From an optimization exercise on the open Yosys and OpenROAD flow, aimed at small area, a short achievable clock period and few clock cycles; shortcuts taken in it are not production practice.
Function was checked by simulation only, so behaviour that the tests miss may differ from the original.
Power and IR drop assume default switching activity.

[design/flow/run.sh]
#!/bin/bash
# synth_recipe.tcl (not shown) runs the flow's synth.tcl, then flattens the netlist and writes it again
# the make line also repeats each setting of config.mk as NAME=value (left out here)
make -C /OpenROAD-flow-scripts/flow DESIGN_CONFIG=/design/flow/config.mk WORK_HOME=/design/flow/orfs CLKGATE_MAP_FILE= SYNTH_SCRIPT=/design/flow/synth_recipe.tcl finish
[design/flow/config.mk]
export PLATFORM = sky130hd
export DESIGN_NAME = JAM
export DESIGN_NICKNAME = JAM
export VERILOG_FILES = /design/flow/design.v
export SDC_FILE = /design/flow/constraint.sdc
export NUM_CORES = 4
export LEC_CHECK = 0
export CAP_MARGIN = 20
export CORE_MARGIN = 2
export CORE_UTILIZATION = 40
export SLEW_MARGIN = 20
[design/flow/constraint.sdc]
create_clock -name core_clock -period 4.5 [get_ports {CLK}]
set_input_delay 0.9000 -clock core_clock [delete_from_list [all_inputs] [get_ports {CLK}]]
set_output_delay 0.9000 -clock core_clock [all_outputs]
set_load 0.01 [all_outputs]
[design/flow/design.v]
module JAM (
    input CLK,
    input RST,
    output [2:0] W,
    output [2:0] J,
    input [6:0] Cost,
    output reg [3:0] MatchCount,
    output reg [9:0] MinCost,
    output reg Valid
);
reg [7:0] t;           
reg [3:0] pat;         
assign W = RST ? 3'd0 : t[5:3];
assign J = RST ? 3'd0 : t[2:0];
reg [6:0] R [0:7][0:7];
integer wi, pi;
always @(posedge CLK) begin
    for (wi = 0; wi < 8; wi = wi + 1) begin
        for (pi = 7; pi > 0; pi = pi - 1)
            R[wi][pi] <= R[wi][pi-1];
        if (RST ? (wi == 0) : (t < 8'd64 && t[5:3] == wi))
            R[wi][0] <= Cost;
        else
            R[wi][0] <= R[wi][7];
    end
end
function [3:0] pat_of(input [7:0] tt);
    begin
        pat_of = 4'd0;
        case (tt)
            8'd71: pat_of = 4'd1;
            8'd72: pat_of = 4'd1;
            8'd73: pat_of = 4'd1;
            8'd74: pat_of = 4'd1;
            8'd75: pat_of = 4'd1;
            8'd76: pat_of = 4'd1;
            8'd77: pat_of = 4'd1;
            8'd78: pat_of = 4'd1;
            8'd79: pat_of = 4'd2;
            8'd80: pat_of = 4'd2;
            8'd81: pat_of = 4'd2;
            8'd82: pat_of = 4'd2;
            8'd83: pat_of = 4'd2;
            8'd84: pat_of = 4'd2;
            8'd85: pat_of = 4'd2;
            8'd86: pat_of = 4'd2;
            8'd87: pat_of = 4'd3;
            8'd88: pat_of = 4'd3;
            8'd89: pat_of = 4'd3;
            8'd90: pat_of = 4'd3;
            8'd91: pat_of = 4'd3;
            8'd92: pat_of = 4'd3;
            8'd93: pat_of = 4'd3;
            8'd94: pat_of = 4'd3;
            8'd95: pat_of = 4'd4;
            8'd96: pat_of = 4'd4;
            8'd97: pat_of = 4'd4;
            8'd98: pat_of = 4'd4;
            8'd99: pat_of = 4'd4;
            8'd100: pat_of = 4'd4;
            8'd101: pat_of = 4'd4;
            8'd102: pat_of = 4'd4;
            8'd103: pat_of = 4'd5;
            8'd104: pat_of = 4'd5;
            8'd105: pat_of = 4'd5;
            8'd106: pat_of = 4'd5;
            8'd107: pat_of = 4'd5;
            8'd108: pat_of = 4'd5;
            8'd109: pat_of = 4'd5;
            8'd110: pat_of = 4'd5;
            8'd111: pat_of = 4'd6;
            8'd112: pat_of = 4'd6;
            8'd113: pat_of = 4'd6;
            8'd114: pat_of = 4'd6;
            8'd115: pat_of = 4'd6;
            8'd116: pat_of = 4'd6;
            8'd117: pat_of = 4'd6;
            8'd118: pat_of = 4'd6;
            8'd119: pat_of = 4'd7;
            8'd120: pat_of = 4'd7;
            8'd121: pat_of = 4'd7;
            8'd122: pat_of = 4'd7;
            8'd123: pat_of = 4'd7;
            8'd124: pat_of = 4'd7;
            8'd125: pat_of = 4'd7;
            8'd126: pat_of = 4'd7;
            8'd127: pat_of = 4'd8;
            8'd128: pat_of = 4'd8;
            8'd129: pat_of = 4'd8;
            8'd130: pat_of = 4'd8;
            8'd131: pat_of = 4'd9;
            8'd132: pat_of = 4'd9;
            default: pat_of = 4'd0;
        endcase
    end
endfunction
wire [7:0] t_next = RST ? 8'd1 : (t == 8'd135 ? t : t + 8'd1);
always @(posedge CLK) begin
    t <= t_next;
    pat <= pat_of(t_next);
end
reg [6:0] a00;
always @* a00 = R[0][0];
reg [6:0] a10;
always @* a10 = R[1][0];
reg [6:0] a20;
always @* a20 = R[2][0];
reg [6:0] a30;
always @* a30 = R[3][0];
reg [6:0] a01;
always @* begin
    case (pat)
        4'd2, 4'd4, 4'd5, 4'd6, 4'd7, 4'd8: a01 = R[0][1];
        default: a01 = R[0][2];
    endcase
end
reg [6:0] a11;
always @* begin
    case (pat)
        4'd2, 4'd4, 4'd5, 4'd6, 4'd7, 4'd8: a11 = R[1][1];
        default: a11 = R[1][2];
    endcase
end
reg [6:0] a21;
always @* begin
    case (pat)
        4'd2, 4'd4, 4'd5, 4'd6, 4'd7, 4'd8: a21 = R[2][1];
        default: a21 = R[2][2];
    endcase
end
reg [6:0] a31;
always @* begin
    case (pat)
        4'd2, 4'd4, 4'd5, 4'd6, 4'd7, 4'd8: a31 = R[3][1];
        default: a31 = R[3][2];
    endcase
end
reg [6:0] a02;
always @* begin
    case (pat)
        4'd0, 4'd1, 4'd3: a02 = R[0][1];
        4'd4, 4'd6: a02 = R[0][3];
        4'd2, 4'd7, 4'd9: a02 = R[0][4];
        default: a02 = R[0][5];
    endcase
end
reg [6:0] a12;
always @* begin
    case (pat)
        4'd0, 4'd1, 4'd3: a12 = R[1][1];
        4'd4, 4'd6: a12 = R[1][3];
        4'd2, 4'd7, 4'd9: a12 = R[1][4];
        default: a12 = R[1][5];
    endcase
end
reg [6:0] a22;
always @* begin
    case (pat)
        4'd0, 4'd1, 4'd3: a22 = R[2][1];
        4'd4, 4'd6: a22 = R[2][3];
        4'd2, 4'd7, 4'd9: a22 = R[2][4];
        default: a22 = R[2][5];
    endcase
end
reg [6:0] a32;
always @* begin
    case (pat)
        4'd0, 4'd1, 4'd3: a32 = R[3][1];
        4'd4, 4'd6: a32 = R[3][3];
        4'd2, 4'd7, 4'd9: a32 = R[3][4];
        default: a32 = R[3][5];
    endcase
end
reg [6:0] a03;
always @* begin
    case (pat)
        4'd5: a03 = R[0][3];
        4'd1, 4'd4, 4'd8: a03 = R[0][4];
        4'd3, 4'd6, 4'd7, 4'd9: a03 = R[0][6];
        default: a03 = R[0][7];
    endcase
end
reg [6:0] a13;
always @* begin
    case (pat)
        4'd5: a13 = R[1][3];
        4'd1, 4'd4, 4'd8: a13 = R[1][4];
        4'd3, 4'd6, 4'd7, 4'd9: a13 = R[1][6];
        default: a13 = R[1][7];
    endcase
end
reg [6:0] a23;
always @* begin
    case (pat)
        4'd5: a23 = R[2][3];
        4'd1, 4'd4, 4'd8: a23 = R[2][4];
        4'd3, 4'd6, 4'd7, 4'd9: a23 = R[2][6];
        default: a23 = R[2][7];
    endcase
end
reg [6:0] a33;
always @* begin
    case (pat)
        4'd5: a33 = R[3][3];
        4'd1, 4'd4, 4'd8: a33 = R[3][4];
        4'd3, 4'd6, 4'd7, 4'd9: a33 = R[3][6];
        default: a33 = R[3][7];
    endcase
end
reg [6:0] b00;
always @* begin
    case (pat)
        4'd9: b00 = R[4][1];
        4'd2, 4'd7, 4'd8: b00 = R[4][2];
        4'd0, 4'd3, 4'd5, 4'd6: b00 = R[4][4];
        default: b00 = R[4][5];
    endcase
end
reg [6:0] b10;
always @* begin
    case (pat)
        4'd9: b10 = R[5][1];
        4'd2, 4'd7, 4'd8: b10 = R[5][2];
        4'd0, 4'd3, 4'd5, 4'd6: b10 = R[5][4];
        default: b10 = R[5][5];
    endcase
end
reg [6:0] b20;
always @* begin
    case (pat)
        4'd9: b20 = R[6][1];
        4'd2, 4'd7, 4'd8: b20 = R[6][2];
        4'd0, 4'd3, 4'd5, 4'd6: b20 = R[6][4];
        default: b20 = R[6][5];
    endcase
end
reg [6:0] b30;
always @* begin
    case (pat)
        4'd9: b30 = R[7][1];
        4'd2, 4'd7, 4'd8: b30 = R[7][2];
        4'd0, 4'd3, 4'd5, 4'd6: b30 = R[7][4];
        default: b30 = R[7][5];
    endcase
end
reg [6:0] b01;
always @* begin
    case (pat)
        4'd4, 4'd5, 4'd6: b01 = R[4][2];
        default: b01 = R[4][3];
    endcase
end
reg [6:0] b11;
always @* begin
    case (pat)
        4'd4, 4'd5, 4'd6: b11 = R[5][2];
        default: b11 = R[5][3];
    endcase
end
reg [6:0] b21;
always @* begin
    case (pat)
        4'd4, 4'd5, 4'd6: b21 = R[6][2];
        default: b21 = R[6][3];
    endcase
end
reg [6:0] b31;
always @* begin
    case (pat)
        4'd4, 4'd5, 4'd6: b31 = R[7][2];
        default: b31 = R[7][3];
    endcase
end
reg [6:0] b02;
always @* begin
    case (pat)
        4'd0, 4'd2, 4'd3, 4'd6, 4'd7, 4'd9: b02 = R[4][5];
        default: b02 = R[4][7];
    endcase
end
reg [6:0] b12;
always @* begin
    case (pat)
        4'd0, 4'd2, 4'd3, 4'd6, 4'd7, 4'd9: b12 = R[5][5];
        default: b12 = R[5][7];
    endcase
end
reg [6:0] b22;
always @* begin
    case (pat)
        4'd0, 4'd2, 4'd3, 4'd6, 4'd7, 4'd9: b22 = R[6][5];
        default: b22 = R[6][7];
    endcase
end
reg [6:0] b32;
always @* begin
    case (pat)
        4'd0, 4'd2, 4'd3, 4'd6, 4'd7, 4'd9: b32 = R[7][5];
        default: b32 = R[7][7];
    endcase
end
reg [6:0] b03;
always @* begin
    case (pat)
        4'd0, 4'd1, 4'd2, 4'd4, 4'd5, 4'd8: b03 = R[4][6];
        default: b03 = R[4][7];
    endcase
end
reg [6:0] b13;
always @* begin
    case (pat)
        4'd0, 4'd1, 4'd2, 4'd4, 4'd5, 4'd8: b13 = R[5][6];
        default: b13 = R[5][7];
    endcase
end
reg [6:0] b23;
always @* begin
    case (pat)
        4'd0, 4'd1, 4'd2, 4'd4, 4'd5, 4'd8: b23 = R[6][6];
        default: b23 = R[6][7];
    endcase
end
reg [6:0] b33;
always @* begin
    case (pat)
        4'd0, 4'd1, 4'd2, 4'd4, 4'd5, 4'd8: b33 = R[7][6];
        default: b33 = R[7][7];
    endcase
end
wire [65:0] sa, sb;
side_split UA (.c({a33, a32, a31, a30, a23, a22, a21, a20, a13, a12, a11, a10, a03, a02, a01, a00}), .s(sa));
side_split UB (.c({b33, b32, b31, b30, b23, b22, b21, b20, b13, b12, b11, b10, b03, b02, b01, b00}), .s(sb));
reg [65:0] sa_q, sb_q;
reg v1, v2;
always @(posedge CLK) begin
    sa_q <= sa;
    sb_q <= sb;
    v1 <= ~RST && t >= 8'd63 && t <= 8'd132;
    v2 <= ~RST && v1;
end
wire [8:0] ma, mb;
wire [3:0] ka, kb;
side_min UMA (.s(sa_q), .m(ma), .k(ka));
side_min UMB (.s(sb_q), .m(mb), .k(kb));
reg [8:0] ma_q, mb_q;
reg [3:0] ka_q, kb_q;
always @(posedge CLK) begin
    ma_q <= ma; mb_q <= mb; ka_q <= ka; kb_q <= kb;
end
wire vg = v2;
wire [9:0] cand = ma_q + mb_q;
wire [3:0] cc = ka_q * kb_q;
always @(posedge CLK) begin
    if (RST) begin
        MinCost <= 10'h3ff;
        MatchCount <= 4'd0;
        Valid <= 1'b0;
    end else begin
        if (vg) begin
            if (cand < MinCost) begin
                MinCost <= cand;
                MatchCount <= cc;
            end else if (cand == MinCost) begin
                MatchCount <= MatchCount + cc;
            end
        end
        Valid <= (t == 8'd134);
    end
end
endmodule
module side_split (
    input  [111:0] c,       
    output [65:0] s         
);
function [8:0] pair;        
    input [6:0] x0, y1, y0, x1;    
    reg [7:0] u, v;
    begin
        u = x0 + y1;
        v = y0 + x1;
        pair = {u == v, (u < v) ? u : v};
    end
endfunction
wire [6:0] q [0:3][0:3];
genvar gr, gs;
generate for (gr = 0; gr < 4; gr = gr + 1) begin : g_r
    for (gs = 0; gs < 4; gs = gs + 1) begin : g_s
        assign q[gr][gs] = c[(gr*4+gs)*7 +: 7];
    end
end endgenerate
wire [8:0] p01_01 = pair(q[0][0], q[1][1], q[0][1], q[1][0]);
wire [8:0] p23_01 = pair(q[2][0], q[3][1], q[2][1], q[3][0]);
wire [8:0] p01_02 = pair(q[0][0], q[1][2], q[0][2], q[1][0]);
wire [8:0] p23_02 = pair(q[2][0], q[3][2], q[2][2], q[3][0]);
wire [8:0] p01_03 = pair(q[0][0], q[1][3], q[0][3], q[1][0]);
wire [8:0] p23_03 = pair(q[2][0], q[3][3], q[2][3], q[3][0]);
wire [8:0] p01_12 = pair(q[0][1], q[1][2], q[0][2], q[1][1]);
wire [8:0] p23_12 = pair(q[2][1], q[3][2], q[2][2], q[3][1]);
wire [8:0] p01_13 = pair(q[0][1], q[1][3], q[0][3], q[1][1]);
wire [8:0] p23_13 = pair(q[2][1], q[3][3], q[2][3], q[3][1]);
wire [8:0] p01_23 = pair(q[0][2], q[1][3], q[0][3], q[1][2]);
wire [8:0] p23_23 = pair(q[2][2], q[3][3], q[2][3], q[3][2]);
assign s[0*11 +: 11] = {{1'b0, p01_01[8]} + {1'b0, p23_23[8]}, {1'b0, p01_01[7:0]} + {1'b0, p23_23[7:0]}};
assign s[1*11 +: 11] = {{1'b0, p01_02[8]} + {1'b0, p23_13[8]}, {1'b0, p01_02[7:0]} + {1'b0, p23_13[7:0]}};
assign s[2*11 +: 11] = {{1'b0, p01_03[8]} + {1'b0, p23_12[8]}, {1'b0, p01_03[7:0]} + {1'b0, p23_12[7:0]}};
assign s[3*11 +: 11] = {{1'b0, p01_12[8]} + {1'b0, p23_03[8]}, {1'b0, p01_12[7:0]} + {1'b0, p23_03[7:0]}};
assign s[4*11 +: 11] = {{1'b0, p01_13[8]} + {1'b0, p23_02[8]}, {1'b0, p01_13[7:0]} + {1'b0, p23_02[7:0]}};
assign s[5*11 +: 11] = {{1'b0, p01_23[8]} + {1'b0, p23_01[8]}, {1'b0, p01_23[7:0]} + {1'b0, p23_01[7:0]}};
endmodule
module side_min (
    input  [65:0] s,
    output [8:0] m,
    output [3:0] k
);
function [12:0] comb;       
    input [12:0] a, b;
    begin
        if (a[8:0] < b[8:0]) comb = a;
        else if (b[8:0] < a[8:0]) comb = b;
        else comb = {a[12:9] + b[12:9], a[8:0]};
    end
endfunction
wire [12:0] e [0:5];
genvar gi;
generate for (gi = 0; gi < 6; gi = gi + 1) begin : g_e
    assign e[gi] = {4'd1 << s[gi*11+9 +: 2], s[gi*11 +: 9]};
end endgenerate
wire [12:0] x0 = comb(e[0], e[1]);
wire [12:0] x1 = comb(e[2], e[3]);
wire [12:0] x2 = comb(e[4], e[5]);
wire [12:0] x3 = comb(x0, x1);
wire [12:0] x4 = comb(x3, x2);
assign m = x4[8:0];
assign k = x4[12:9];
endmodule
==> summary.txt <==
STA:
- At the pin with the least slew margin, the transition time is 0.969 ns.
- The final-report hold violation count was 0.
- The final number of max-transition violations came to 0.
- The worst path in the final design needs a cycle of 5.73 ns, including I/O delays and setup.
- The final sum of negative setup slack is -98.06 ns.
- The count of endpoints failing setup in the final report is 137.
- The worst slack on hold paths is 0.294 ns.
- The worst clock skew is 0.0517 ns.
- The worst path uses 127% of the clock period.
- The peak clock frequency supported by timing is 174 MHz.
- Setup repair after global routing could not meet its margin everywhere.
- Setup slack on the critical path of the routed design comes to -1.23 ns.
- The normalized max-slew margin is 35.2%.

Synth:
- A synthesized cell averages 9.36 µm².
- Among all flip-flop cells after synthesis, the most frequent one is sky130_fd_sc_hd__dfxtp_1.
- Yosys attributes the largest share of cell area to sky130_fd_sc_hd__dfxtp_1, sky130_fd_sc_hd__ha_1, sky130_fd_sc_hd__mux2_2.
- The share of the synthesized area in the top cell type is 28.5%.
- The number of distinct library cells after synthesis is 72.
- Yosys printed 4 warnings.
- The share of synthesized registers carrying an async set or reset is 0%.
- The number of storage elements in the synthesis netlist is 635.
- The cell taking the most area after synthesis is sky130_fd_sc_hd__dfxtp_1.
- The sequential cell area fraction in the yosys report is 28.5%.
- In this run, synthesis inferred 0 flip-flops with an integrated enable.
- The synthesized netlist cell count is 4758.
- The number of nets handed over by synthesis was 5624.
- In this run the cell area of the synthesized design comes to 0.0445 mm².

Floorplan:
- The row count is 122.
- The die is 338 µm wide.
- The number of placed I/O pins is 30.
- In this run the vertical extent of the chip is 338 µm.
- The die covers 0.114 mm².
- The initial cell density of the core is 40.3%.
- The core region area is 0.111 mm².

Worst setup path:
- The capture instance of the worst register-to-register path is sa_q[30].
- The standard cell with the maximum stage delay on the critical path is sky130_fd_sc_hd__dfxtp_4.
- The maximum fanout count along the critical path is 7.
- The category of the critical setup timing path is reg2reg.
- In this run the register-to-register setup slack is -1.23 ns.
- STA classifies the critical path endpoint as a flop.
- The maximum cell stage delay along the critical path is 0.38 ns.
- The type of element launching the critical path is a flop.
- The arrival time of the worst setup path is 6.25 ns.
- The required time reported for the critical path endpoint is 5.02 ns.
- The startpoint of the lowest-slack register-to-register path is pat[0].
- The number of cells on the worst reg-to-reg path is 30.

Cells and area:
- The core occupancy in the finished layout is 59.9%.
- After filler insertion, the fill cell instance count of the layout stands at 9209.
- The area occupied by multi-input gates is 0.0346 mm².
- The finished cells cover 0.0662 mm².
- In the layout the commonest cells are sky130_fd_sc_hd__buf_4, sky130_fd_sc_hd__ha_1, sky130_fd_sc_hd__dfxtp_1, sky130_fd_sc_hd__inv_1, sky130_fd_sc_hd__nand2_1.
- The final layout net count is 7156.
- The repair_antennas step left the layout with diodes totalling 0.
- The most common library cell in the layout ignoring fill and taps is sky130_fd_sc_hd__buf_4.
- The register area is 0.0127 mm².
- The share of final-layout standard cells stronger than drive strength 1 is 41.8%.
- The layout overhead on the synthesized area is 48.6%.

Clock tree:
- Clock latency on the worst-skew pair, taken at its later pin, is 0.68 ns.
- In this run, CTS created clock tree buffers numbering 69.
- The CTS clock-pin slew for the worst setup and hold paths is 0.06 ns.
- The clock passes through at most 3 buffers.
- The buffer type at the clock tree root is sky130_fd_sc_hd__clkbuf_16.
- The H-tree depth is 3.
- The count of clock tree sinks is 635.
- The TritonCTS clock tree is yes.
- Buffers inserted to repair hold after CTS numbered 0.

Global route:
- Global routing finished with a remaining overflow of 0.
- The via count of the first global-routing pass is 38900.
- The largest net degree at the start of global routing is 22.
- The number of antenna violations at the first check in global routing is 5.
- The first global-routing pass estimated 221 mm of wire.
- The total routing resource utilization after global routing is 25.3%.

Power:
- The maximum ir drop on the vdd rail is 0.00138 V.
- The final total power is 30.5 mW.
- Dividing total power by cell area gives a power density of 461 mW/mm².
- The total leakage power is 33.4 nW.

Routing:
- The average wire length per cell after detail routing is 19.3 µm.
- The detailed router finished its first iteration with 2587 violations.
- The routed layout has 40300 vias.
- The routed wire length is 151 mm.
- The detail-routed via count per cell is 5.14.
- The first detailed-routing pass took 7 iterations.
- The post-route antenna net violation count is 0.
- For this run, design rule violations remaining after detail routing come to 0.

Worst hold path:
- The worst hold path was traced through 0 stages.
- The worst min-delay path class is reg2reg.
- The launch instance of the worst min-delay path is R[32][2].
- The endpoint of the worst hold-timing path is R[33][2].

Status:
- The run finished, with violations left.
- The checks that failed were setup timing.

Place:
- The post-detailed-placement half-perimeter wirelength is 121 mm.
- The final estimated routing congestion in global placement is 0.976.
- The count of port buffers added during placement is 29.
- In this run the cell area measured after placement is 0.0579 mm².

Flow run:
- The number of max-cap violations is 0.
synth_stat cells (all sizes together), types with 72 or more instances:
cell type	number
xnor2	271
o21bai	198
a222oi	77
ha	785
dfxtp	635
a21o	179
nand2	271
xor2	75
fa	72
a21oi	459
clkbuf	81
nor2	202
mux2	228
inv	511
o21ai	144
mux2i	157
worst max path at each step:
stage          startpoint  endpoint  slack [ns]  depth (start not counted)
2_1_floorplan      pat[2]  sa_q[30]       -1.25                         30
3_3_place_gp       pat[0]  sa_q[30]       -1.29                         28
3_5_place_dp       pat[0]  sa_q[52]       -1.40                         28
4_1_cts            pat[0]  sa_q[62]       -1.18                         29
5_1_grt            pat[0]  sa_q[30]       -1.49                         30
6_report           pat[0]  sa_q[30]       -1.23                         30
worst max-delay path, delay by kind of cell (launching register included):
kind            cells  cell delay (ns)
xor+xnor            1             0.25
compound gates     14             2.26
buf+inv             5             0.56
mux                 1             0.36
fa+ha+maj           5             1.31
flops               1             0.38
simple gates        4             0.50
power by group:
| part | internal (mW) | leakage (nW) | switching [mW] |
|---|---|---|---|
| combinational | 9.16 | 27.1 | 8.98 |
| clock | 3.33 | 1.14 | 2.52 |
| sequential | 6.21 | 5.19 | 0.339 |
| total | 18.7 | 33.4 | 11.8 |
per-stage QoR:
stage	setup WS, ns	std cells
detailed placement	-1.40	7512
finish	-1.23	7830
floorplan	-1.25	4758
CTS	-1.18	7733
global placement	-1.29	7512
global route	-1.49	7830
per-layer routing:
layer  wire, µm  GRT usage [%]
met5         13              0
met4       6260           9.87
met3       7980           3.22
met1      69500           35.2
met2      67800           39.9
area by class of cell:
type	instances	area share, %
Clock buffer	90	2.85
Clock inverter	33	0.739
Inverter	511	2.90
Multi-Input combinational cell	3524	52.3
Sequential cell	635	19.3
Tap cell	1488	2.81
Timing Repair Buffer	1549	19.1
logic make-up after synthesis:
family          count (synthesis)  synth area share [%]
mux                           385                  9.30
xor+xnor                      346                  6.80
fa+ha+maj                     858                  25.3
compound gates               1152                  16.7
flops                         635                  28.5
buf+inv                       602                  5.09
simple gates                  780                  8.29
what timing repair did:
action	CTS	global route
cloned	6	4
gates resized for setup	351	510
buffers inserted	111	130
setup endpoints to repair	140	151
pin swaps	173	275
endpoints found under the hold margin	0	0
flip-flops by register name, summed over array words and instances, names as in the netlist, 4 cells and up:
name / flops
sb_q: 66
pat: 4
sa_q: 66
R: 448
MatchCount: 4
t: 8
mb_q: 9
ma_q: 9
kb_q: 4
MinCost: 10
ka_q: 4
Testbench counts, summed over its fixed seeds: cycles 1,088.

-- port drivers added, routing unchanged --
How much do the figures lean on ideal ports? The routed layout below was timed once more, with nothing changed but the port constraints.
Step 1: set_driving_cell puts a clkbuf_16 on CLK and a buf_2 on each other input, an assumption about the parent block.
Step 2, shift: input delay + t, output delay - t, t = (earliest + latest rising clock arrival at the registers) / 2. This alone moves slack from input paths to output paths.
Slacks: ideal ports / drivers / drivers and shift; pairs: ideal ports / drivers.
t, ns: 0.720
setup WS [ns]: -1.233 / -1.233 / -1.233
pins driven straight from the clock port: 1
For this run, drivers alone change the setup slack by 0.000 ns; drivers and shift together by 0.000 ns.
